Background: an optimization exercise with open tools, aiming at small area and a short achievable clock period. Do not read the settings as production practice. RTL that was checked went through simulation tests only; none was proved equivalent to the original.

== run 1 ==
// Circle_Area_Calculator
module Circle_Area_Calculator(clk, rst, radius, area);
  input wire clk, rst;
  input wire [31:0] radius;
  output reg [31:0] area;
  wire [22:0] r = radius[22:0];
  wire [22:0] rn = ~r;
  wire p47 = r >= 23'h3504f4;
  wire p47n = ~p47;
  wire ge_a = r >= 23'h106ebf;
  wire ge_b = r >= 23'h4c422f;
  wire ge_c = r >= 23'h4c4230;
  wire q47 = (ge_a & ~p47) | ge_c;
  wire q47n = ~q47;
  wire [7:0] expo = {radius[29:23], 1'b0} + 8'd130 + {7'd0, ge_a} + {7'd0, ge_b};
  wire [22:0] mant;
  wire n1;
  ND2 u1 (r[0], r[1], n1);
  wire n2;
  ND2 u2 (r[0], r[2], n2);
  wire n3;
  ND2 u3 (r[0], r[3], n3);
  wire n4;
  ND2 u4 (r[0], r[4], n4);
  wire n5;
  ND2 u5 (r[0], r[5], n5);
  wire n6;
  ND2 u6 (r[0], r[6], n6);
  wire n7;
  ND2 u7 (r[0], r[7], n7);
  wire n8;
  ND2 u8 (r[0], r[8], n8);
  wire n9;
  ND2 u9 (r[0], r[9], n9);
  wire n10;
  ND2 u10 (r[0], r[10], n10);
  wire n11;
  ND2 u11 (r[0], r[11], n11);
  wire n12;
  ND2 u12 (r[0], r[12], n12);
  wire n13;
  ND2 u13 (r[0], r[13], n13);
  wire n14;
  ND2 u14 (r[0], r[14], n14);
  wire n15;
  ND2 u15 (r[0], r[15], n15);
  wire n16;
  ND2 u16 (r[0], r[16], n16);
  ...
Size: ~1300 cells after synthesis, roughly 66 I/O pins.
export LEC_CHECK = 0
export CAP_MARGIN = 20
export CORE_MARGIN = 2
export CORE_UTILIZATION = 40
export SLEW_MARGIN = 20
export SYNTH_HIERARCHICAL = 1
export SYNTH_MINIMUM_KEEP_SIZE = 0
create_clock -name core_clock -period 30.0 [get_ports {clk}]
run.sh (not shown) runs the stock make flow with config.mk's settings and CLKGATE_MAP_FILE= SYNTH_SCRIPT=/design/flow/synth_recipe.tcl, a recipe that flattens the netlist after the stock synthesis.
[inputs] run 2 vs run 1
==> flow/flow/run.sh (new file) <==
#!/bin/bash
set -o pipefail
cp standard.sh standard_sh.log
export SETUP_SLACK_MARGIN=${MARGIN:-14}
bash standard.sh > standard.log 2>&1
==> flow/standard.sh (new file) <==
#!/bin/bash
# synth_recipe.tcl (not shown) runs the flow's synth.tcl, then flattens the netlist and writes it again
# the make line also repeats each setting of config.mk as NAME=value (left out here)
make -C /OpenROAD-flow-scripts/flow DESIGN_CONFIG=/design/flow/config.mk WORK_HOME=/design/flow/orfs CLKGATE_MAP_FILE= SYNTH_SCRIPT=/design/flow/synth_recipe.tcl "${@:-finish}"
removed: flow/run.sh
==> comparison <==
Critical-path maximum fanout came out exactly the same in run 1 and run 2.
As far as area fraction in and, or, nand and nor cells after synthesis goes, run 1 and run 2 are indistinguishable; the numbers are identical.
The post-route fraction of the period consumed by the critical path reported for run 2 is smaller than that of run 1 by 4.2 points.
Maximum frequency sits higher in run 2 than in run 1.
Re relative area of non-clock buffer cells in the final design: run 1 and run 2 aren't equal, and the lower value belongs to run 1.
Diff run 1 -> run 2: multi-input gate share of the layout cell area -0.84 points, row count ~0 delta, detailed-route wire length on metal 1 -0.74%, non-clock buffer count in the final layout +about 15%.
Setup changes, run 2 to run 3
==> flow/flow/run.sh <==
#!/bin/bash
set -o pipefail
cp standard.sh standard_sh.log
export SETUP_SLACK_MARGIN=${MARGIN:-15}
bash standard.sh > standard.log 2>&1
[summary]
Between run 3 and run 2, share of the clock period used by the worst path after layout is higher for run 2, run 3 comes in under that. On count of vias placed by the detailed router, run 2 beats run 3.
Function was not checked in any run of this note: the RTL went through the layout flow alone.


== run A ==
Another version of the RTL of Circle_Area_Calculator (not shown whole).
For scale: ~1300 cells after synthesis, ~66 I/O pins.
==> flow/design.v (excerpt) <==
module Circle_Area_Calculator(clk, rst, radius, area);
  input wire clk, rst;
  input wire [31:0] radius;
  output reg [31:0] area;
  wire [22:0] r = radius[22:0];
  wire [22:0] rn = ~r;
  wire p47 = r >= 23'h3504f4;
  wire p47n = ~p47;
  wire ge_a = r >= 23'h106ebf;
  wire ge_b = r >= 23'h4c422f;
  wire ge_c = r >= 23'h4c4230;
  wire q47 = (ge_a & ~p47) | ge_c;
  wire q47n = ~q47;
  wire [7:0] expo = {radius[29:23], 1'b0} + 8'd130 + {7'd0, ge_a} + {7'd0, ge_b};
  wire [22:0] mant;
  wire n1;
  NB2 u1 (r[1], r[0], n1);
  wire n2;
  ND2 u2 (r[0], r[1], n2);
  wire n3;
  ND2 u3 (r[0], r[2], n3);
  wire n4;
  ND2 u4 (r[0], r[3], n4);
  wire n5;
  ND2 u5 (r[0], r[4], n5);
  wire n6;
  ND2 u6 (r[0], r[5], n6);
  wire n7;
  ND2 u7 (r[0], r[6], n7);
  wire n8;
  ND2 u8 (r[0], r[7], n8);
  wire n9;
  ND2 u9 (r[0], r[8], n9);
  wire n10;
  ND2 u10 (r[0], r[9], n10);
  wire n11;
  ND2 u11 (r[0], r[10], n11);
  wire n12;
  ND2 u12 (r[0], r[11], n12);
  wire n13;
  ND2 u13 (r[0], r[12], n13);
  wire n14;
  ND2 u14 (r[0], r[13], n14);
  wire n15;
  ND2 u15 (r[0], r[14], n15);
  wire n16;
  ND2 u16 (r[0], r[15], n16);
  wire n17;
  ND2 u17 (r[0], r[16], n17);
  wire n18;
  ND2 u18 (r[0], r[17], n18);
  wire n19;
  ND2 u19 (r[0], r[18], n19);
  wire n20;
  ND2 u20 (r[0], r[19], n20);
  wire n21;
  ND2 u21 (r[0], r[20], n21);
  wire n22;
  ND2 u22 (r[0], r[21], n22);
  wire n23;
  ND2 u23 (r[0], r[22], n23);
  wire n24;
  NB2 u24 (r[2], r[1], n24);
  wire n25;
  ND2 u25 (r[1], r[2], n25);
  wire n26;
  ND2 u26 (r[1], r[3], n26);
  wire n27;
  ND2 u27 (r[1], r[4], n27);
  wire n28;
  ND2 u28 (r[1], r[5], n28);
  wire n29;
  ND2 u29 (r[1], r[6], n29);
  wire n30;
  ND2 u30 (r[1], r[7], n30);
  wire n31;
  ND2 u31 (r[1], r[8], n31);
  wire n32;
  ND2 u32 (r[1], r[9], n32);
  wire n33;
  ND2 u33 (r[1], r[10], n33);
  wire n34;
  ND2 u34 (r[1], r[11], n34);
  wire n35;
  ND2 u35 (r[1], r[12], n35);
  wire n36;
  ND2 u36 (r[1], r[13], n36);
  wire n37;
  ND2 u37 (r[1], r[14], n37);
  wire n38;
  ND2 u38 (r[1], r[15], n38);
  wire n39;
  ND2 u39 (r[1], r[16], n39);
  wire n40;
  ND2 u40 (r[1], r[17], n40);
  wire n41;
  ND2 u41 (r[1], r[18], n41);
  wire n42;
  ...
export LEC_CHECK = 0
export CAP_MARGIN = 20
export CORE_MARGIN = 2
export CORE_UTILIZATION = 40
export SLEW_MARGIN = 20
export SYNTH_HIERARCHICAL = 1
export SYNTH_MINIMUM_KEEP_SIZE = 0
create_clock -name core_clock -period 30.0 [get_ports {clk}]
standard.sh (not shown) runs the stock make flow with config.mk's settings and CLKGATE_MAP_FILE= SYNTH_SCRIPT=/design/flow/synth_recipe.tcl, a recipe that flattens the netlist after the stock synthesis.
==> flow/flow/run.sh <==
#!/bin/bash
set -o pipefail
cp standard.sh standard_sh.log
export PRE_FLOORPLAN_TCL="$(pwd)/flow/downsize.tcl"
export SETUP_SLACK_MARGIN=${MARGIN:-15.25}
export BUFFER_PORTS_ARGS="-buffer_cell sky130_fd_sc_hd__buf_2"
bash standard.sh > standard.log 2>&1
==> flow/flow/downsize.tcl <==
# Downsize the combinational cells that synthesis mapped to a stronger drive
# than _1 (ABC upsizes some one-gate modules) to the _1 cell of the same
# function; the timing repair steps later upsize the cells that need it.
set ds_count 0
set ds_db [ord::get_db]
foreach ds_inst [[ord::get_db_block] getInsts] {
  set ds_master [[$ds_inst getMaster] getName]
  if { ![regexp {^sky130_fd_sc_hd__(\w+)_(\d+)$} $ds_master -> ds_base ds_drive] } { continue }
  if { $ds_drive <= 1 } { continue }
  if { [regexp {^(dfxtp|dfrtp|dfstp|buf|clkbuf|clkinv|clkdlybuf4s\d+|dlygate4sd\d|dlymetal6s\d+s|tapvpwrvgnd|fill|decap|conb)$} $ds_base] } { continue }
  set ds_new "sky130_fd_sc_hd__${ds_base}_1"
  if { [$ds_db findMaster $ds_new] == "NULL" } { continue }
  replace_cell [$ds_inst getName] $ds_new
  incr ds_count
}
puts "downsize.tcl: downsized $ds_count instances"
Run A: no failed stages, no open violations at the end
Here is what was changed in the inputs of run B compared with run A.
--- a/flow/flow/run.sh
+++ b/flow/flow/run.sh
@@ -4,3 +4,3 @@
 export PRE_FLOORPLAN_TCL="$(pwd)/flow/downsize.tcl"
-export SETUP_SLACK_MARGIN=${MARGIN:-15.25}
+export SETUP_SLACK_MARGIN=${MARGIN:-14.75}
 export BUFFER_PORTS_ARGS="-buffer_cell sky130_fd_sc_hd__buf_2"
### Flow results
- In the final reports, the cell area of run B is smaller than that of run A.
- Run B vs. run A: detailed-route wire length per cell lost 1.9%; number of buffers created by CTS comparable; detailed route wirelength on metal2 moved down.
- Compared with run A, run B shows a lower routed wire length.
Setup changes, run B to run C
--- a/flow/flow/run.sh
+++ b/flow/flow/run.sh
@@ -4,3 +4,3 @@
 export PRE_FLOORPLAN_TCL="$(pwd)/flow/downsize.tcl"
-export SETUP_SLACK_MARGIN=${MARGIN:-14.75}
+export SETUP_SLACK_MARGIN=${MARGIN:-14.25}
 export BUFFER_PORTS_ARGS="-buffer_cell sky130_fd_sc_hd__buf_2"
==> comparison <==
Compare run C and run B | final period utilization higher: run C. Diff run B -> run C: relative slew slack shows a reduction of 15 points. Between run C and run B, the met1 track demand over resource in global routing figures differ only marginally. The final wirelength on run C is in line with that on run B.
--- input diff run C..run D ---
--- a/flow/flow/run.sh
+++ b/flow/flow/run.sh
@@ -4,3 +4,3 @@
 export PRE_FLOORPLAN_TCL="$(pwd)/flow/downsize.tcl"
-export SETUP_SLACK_MARGIN=${MARGIN:-14.25}
+export SETUP_SLACK_MARGIN=${MARGIN:-14.5}
 export BUFFER_PORTS_ARGS="-buffer_cell sky130_fd_sc_hd__buf_2"
--- outcome ---
- Summary of run D over run C: overall die area was more or less identical, number of ports placed on the die boundary was more or less identical, setup slack went up by 0.089 ns.
- In run D, sum of routed wire length over all layers is higher than in run C.
- The final reports for run D and run C show worst path arrival time lower in the former.
Changes in run E relative to run D:
--- a/flow/flow/run.sh
+++ b/flow/flow/run.sh
@@ -4,3 +4,3 @@
 export PRE_FLOORPLAN_TCL="$(pwd)/flow/downsize.tcl"
-export SETUP_SLACK_MARGIN=${MARGIN:-14.5}
+export SETUP_SLACK_MARGIN=${MARGIN:-15}
 export BUFFER_PORTS_ARGS="-buffer_cell sky130_fd_sc_hd__buf_2"
Findings:
- Diff run D..run E | sequential share of layout area | negligible
- Run E -> run D: worst hold slack flat
- Run E against run D: non-clock buffering overhead in the final layout picked up an extra 1.2 points, global-route usage comparable, worst setup slack saw an increase.
- In the flow results for run D and run E, the buffer count excluding the clock tree in the final layout is larger on run E.
### run E -> run F
Settings: CTS_BUF_LIST newly set to sky130_fd_sc_hd__clkbuf_4.
--- a/flow/flow/run.sh
+++ b/flow/flow/run.sh
@@ -4,3 +4,3 @@
 export PRE_FLOORPLAN_TCL="$(pwd)/flow/downsize.tcl"
-export SETUP_SLACK_MARGIN=${MARGIN:-15}
+export SETUP_SLACK_MARGIN=${MARGIN:-14.75}
 export BUFFER_PORTS_ARGS="-buffer_cell sky130_fd_sc_hd__buf_2"
Findings:
- Run F: all stages complete, timing, DRC and antenna checks passed
- The biggest fanout along the worst timing path number comes out lower for run F vs run E.
- Run F against run E: final area down 2.5%, number of standard cells in the final layout excluding fillers saw a decrease.


Setup of the previous run:
Another version of the RTL of Circle_Area_Calculator (not shown whole).
Size in the first run: about 1300 cells after synthesis, roughly 31 flip-flops, about 66 I/O pins, ~12000 µm² of cells after synthesis.
export LEC_CHECK = 0
export CAP_MARGIN = 20
export CORE_MARGIN = 2
export CORE_UTILIZATION = 40
export SLEW_MARGIN = 20
export SYNTH_HIERARCHICAL = 1
export SYNTH_MINIMUM_KEEP_SIZE = 0
create_clock -name core_clock -period 30.0 [get_ports {clk}]
==> flow/flow/run.sh <==
#!/bin/bash
set -o pipefail
cp standard.sh standard_sh.log
export SETUP_SLACK_MARGIN=${MARGIN:-14}
export BUFFER_PORTS_ARGS="${BPA:--buffer_cell sky130_fd_sc_hd__buf_4}"
bash standard.sh > standard.log 2>&1
The previous run: all stages complete, timing, DRC and antenna checks passed
Setup changes, the previous run to the current run
==> flow/flow/run.sh <==
#!/bin/bash
set -o pipefail
cp standard.sh standard_sh.log
export PRE_FLOORPLAN_TCL="$(pwd)/flow/downsize.tcl"
export SETUP_SLACK_MARGIN=${MARGIN:-14.5}
export BUFFER_PORTS_ARGS="-buffer_cell sky130_fd_sc_hd__buf_2"
bash standard.sh > standard.log 2>&1
==> flow/flow/downsize.tcl (new file) <==
# Downsize the combinational cells that synthesis mapped to a stronger drive
# than _1 (ABC upsizes some one-gate modules) to the _1 cell of the same
# function; the timing repair steps later upsize the cells that need it.
set ds_count 0
set ds_db [ord::get_db]
foreach ds_inst [[ord::get_db_block] getInsts] {
  set ds_master [[$ds_inst getMaster] getName]
  if { ![regexp {^sky130_fd_sc_hd__(\w+)_(\d+)$} $ds_master -> ds_base ds_drive] } { continue }
  if { $ds_drive <= 1 } { continue }
  if { [regexp {^(dfxtp|dfrtp|dfstp|buf|clkbuf|clkinv|clkdlybuf4s\d+|dlygate4sd\d|dlymetal6s\d+s|tapvpwrvgnd|fill|decap|conb)$} $ds_base] } { continue }
  set ds_new "sky130_fd_sc_hd__${ds_base}_1"
  if { [$ds_db findMaster $ds_new] == "NULL" } { continue }
  replace_cell [$ds_inst getName] $ds_new
  incr ds_count
}
puts "downsize.tcl: downsized $ds_count instances"
--- outcome ---
- Compared with the previous run, in the current run floorplan row count shows a reduction of 1, multi-input gate share of the layout cell area shows a reduction of 0.40 points, final cell area excluding filler cells shows a reduction of 200 µm², final worst-path setup slack shows an increase of 0.37 ns, aggregate routed wire length shows a reduction of about 1.6%.
- Cmp the previous run and the current run / final net count / higher: the current run


Circle_Area_Calculator, a different RTL version from the one above (not shown whole).
Size in the first run: ~1300 cells after synthesis.
==> flow/config.mk <==
export PLATFORM = sky130hd
export DESIGN_NAME = Circle_Area_Calculator
export DESIGN_NICKNAME = Circle_Area_Calculator
export VERILOG_FILES = /design/flow/design.v
export SDC_FILE = /design/flow/constraint.sdc
export NUM_CORES = 4
export LEC_CHECK = 0
export CAP_MARGIN = 20
export CORE_MARGIN = 2
export CORE_UTILIZATION = 40
export CTS_BUF_LIST = sky130_fd_sc_hd__clkbuf_4
export SLEW_MARGIN = 20
export SYNTH_HIERARCHICAL = 1
export SYNTH_MINIMUM_KEEP_SIZE = 0
==> flow/constraint.sdc <==
create_clock -name core_clock -period 30.0 [get_ports {clk}]
set_input_delay 6.0000 -clock core_clock [delete_from_list [all_inputs] [get_ports {clk}]]
set_output_delay 6.0000 -clock core_clock [all_outputs]
set_load 0.01 [all_outputs]
==> flow/flow/run.sh <==
#!/bin/bash
set -o pipefail
cp standard.sh standard_sh.log
export PRE_FLOORPLAN_TCL="$(pwd)/flow/downsize.tcl"
export PRE_RESIZE_TCL="$(pwd)/flow/outports.tcl"
export SETUP_SLACK_MARGIN=${MARGIN:-14.75}
export BUFFER_PORTS_ARGS="-inputs -buffer_cell sky130_fd_sc_hd__buf_2"
bash standard.sh > standard.log 2>&1
==> flow/flow/downsize.tcl <==
# Downsize the combinational cells that synthesis mapped to a stronger drive
# than _1 (ABC upsizes some one-gate modules) to the _1 cell of the same
# function; the timing repair steps later upsize the cells that need it.
set ds_count 0
set ds_db [ord::get_db]
foreach ds_inst [[ord::get_db_block] getInsts] {
  set ds_master [[$ds_inst getMaster] getName]
  if { ![regexp {^sky130_fd_sc_hd__(\w+)_(\d+)$} $ds_master -> ds_base ds_drive] } { continue }
  if { $ds_drive <= 1 } { continue }
  if { [regexp {^(dfxtp|dfrtp|dfstp|buf|clkbuf|clkinv|clkdlybuf4s\d+|dlygate4sd\d|dlymetal6s\d+s|tapvpwrvgnd|fill|decap|conb)$} $ds_base] } { continue }
  set ds_new "sky130_fd_sc_hd__${ds_base}_1"
  if { [$ds_db findMaster $ds_new] == "NULL" } { continue }
  replace_cell [$ds_inst getName] $ds_new
  incr ds_count
}
puts "downsize.tcl: downsized $ds_count instances"
==> flow/flow/outports.tcl <==
buffer_ports -outputs -buffer_cell sky130_fd_sc_hd__buf_1
Rerun with:
--- a/flow/flow/run.sh
+++ b/flow/flow/run.sh
@@ -5,3 +5,3 @@
 export PRE_RESIZE_TCL="$(pwd)/flow/outports.tcl"
-export SETUP_SLACK_MARGIN=${MARGIN:-14.75}
+export SETUP_SLACK_MARGIN=${MARGIN:-15}
 export BUFFER_PORTS_ARGS="-inputs -buffer_cell sky130_fd_sc_hd__buf_2"
Final cell count is about the same.
Via count is higher by 0.60%.
Clock-buffer cell count stays the same.
Routed wire length rose by 0.80%.
Die area stays the same.
Sequential cell count stays the same.
Core utilization is higher by 0.89 points.
Setup slack is better by 0.20 ns.
Rerun with:
--- a/flow/flow/run.sh
+++ b/flow/flow/run.sh
@@ -5,3 +5,3 @@
 export PRE_RESIZE_TCL="$(pwd)/flow/outports.tcl"
-export SETUP_SLACK_MARGIN=${MARGIN:-15}
+export SETUP_SLACK_MARGIN=${MARGIN:-14.75}
 export BUFFER_PORTS_ARGS="-inputs -buffer_cell sky130_fd_sc_hd__buf_2"
--- a/flow/config.mk
+++ b/flow/config.mk
@@ -10,3 +10,3 @@
 export CORE_UTILIZATION = 40
-export CTS_BUF_LIST = sky130_fd_sc_hd__clkbuf_4
+export CTS_BUF_LIST = sky130_fd_sc_hd__clkbuf_8
 export SLEW_MARGIN = 20
Result: Cell count barely changes. Routed wire length goes down by 0.60%. Non-clock buffer count drops by 5. Cell area is lower by 1.1%. Worst hold slack gets better by 0.057 ns. Critical path depth stays the same. First-iteration DRC count goes up by 12%. Count of clock-buffer cells in the layout went up by 1. Sequential share of layout area stays flat. Setup slack is worse by 0.16 ns. Global-route usage is about the same.
Rerun with:
==> flow/flow/run.sh (replaced) <==
#!/bin/bash
set -o pipefail
cp standard.sh standard_sh.log
export PRE_FLOORPLAN_TCL="$(pwd)/flow/downsize.tcl"
export SETUP_SLACK_MARGIN=${MARGIN:-14.75}
export BUFFER_PORTS_ARGS="-buffer_cell sky130_fd_sc_hd__buf_2"
bash standard.sh > standard.log 2>&1
--- a/flow/config.mk
+++ b/flow/config.mk
@@ -10,3 +10,3 @@
 export CORE_UTILIZATION = 40
-export CTS_BUF_LIST = sky130_fd_sc_hd__clkbuf_8
+export CTS_BUF_LIST = sky130_fd_sc_hd__clkbuf_4
 export SLEW_MARGIN = 20
removed: flow/flow/outports.tcl
Result:
- core utilization goes down by 0.19 points
- die area does not change
- synthesized cell count stays the same

what the ideal ports hide:
No port has a modelled driver above. Below, the same layouts with a new extraction and two added sets of constraints.
Step 1: set_driving_cell puts a clkbuf_16 on clk and a buf_2 on each other input, an assumption about the parent block.
Step 2, shift: input delay + t, output delay - t, t = (earliest + latest rising clock arrival at the registers) / 2. This alone moves slack from input paths to output paths.
Three values: ideal ports, drivers, drivers and shift; two values: the first two.
run | t (ns) | setup WS [ns] | latest minus earliest clock arrival (ns)
run 1 | 0.312 | 13.230 / 13.239 / 12.927 | 0.003 / 0.003
run 2 | 0.309 | 14.477 / 14.484 / 14.175 | 0.004 / 0.003
run 3 | 0.314 | 15.239 / 15.236 / 14.922 | 0.003 / 0.003
run A | 0.310 | 15.541 / 15.527 / 15.217 | 0.005 / 0.004
run B | 0.310 | 15.296 / 15.296 / 14.985 | 0.003 / 0.003
run C | 0.311 | 14.959 / 14.970 / 14.658 | 0.005 / 0.005
run D | 0.309 | 15.047 / 15.061 / 14.752 | 0.002 / 0.002
run E | 0.310 | 15.418 / 15.405 / 15.095 | 0.005 / 0.004
run F | 0.366 | 15.299 / 15.306 / 14.940 | 0.008 / 0.008
the previous run | 0.298 | 14.680 / 14.687 / 14.388 | 0.005 / 0.005
the current run | 0.309 | 15.055 / 15.057 / 14.748 | 0.006 / 0.006
the first run of note 4 | 0.360 | 15.309 / 15.312 / 14.952 | 0.017 / 0.017
the second run of note 4 | 0.361 | 15.506 / 15.495 / 15.134 | 0.017 / 0.018
the third run of note 4 | 0.311 | 15.345 / 15.348 / 15.037 | 0.006 / 0.006
the fourth run of note 4 | 0.354 | 15.225 / 15.219 / 14.865 | 0.019 / 0.018
After both steps setup and hold are still met in every run listed. For the second run of note 4, which loses most, drivers alone change the setup slack by -0.011 ns; drivers and shift together by -0.372 ns.
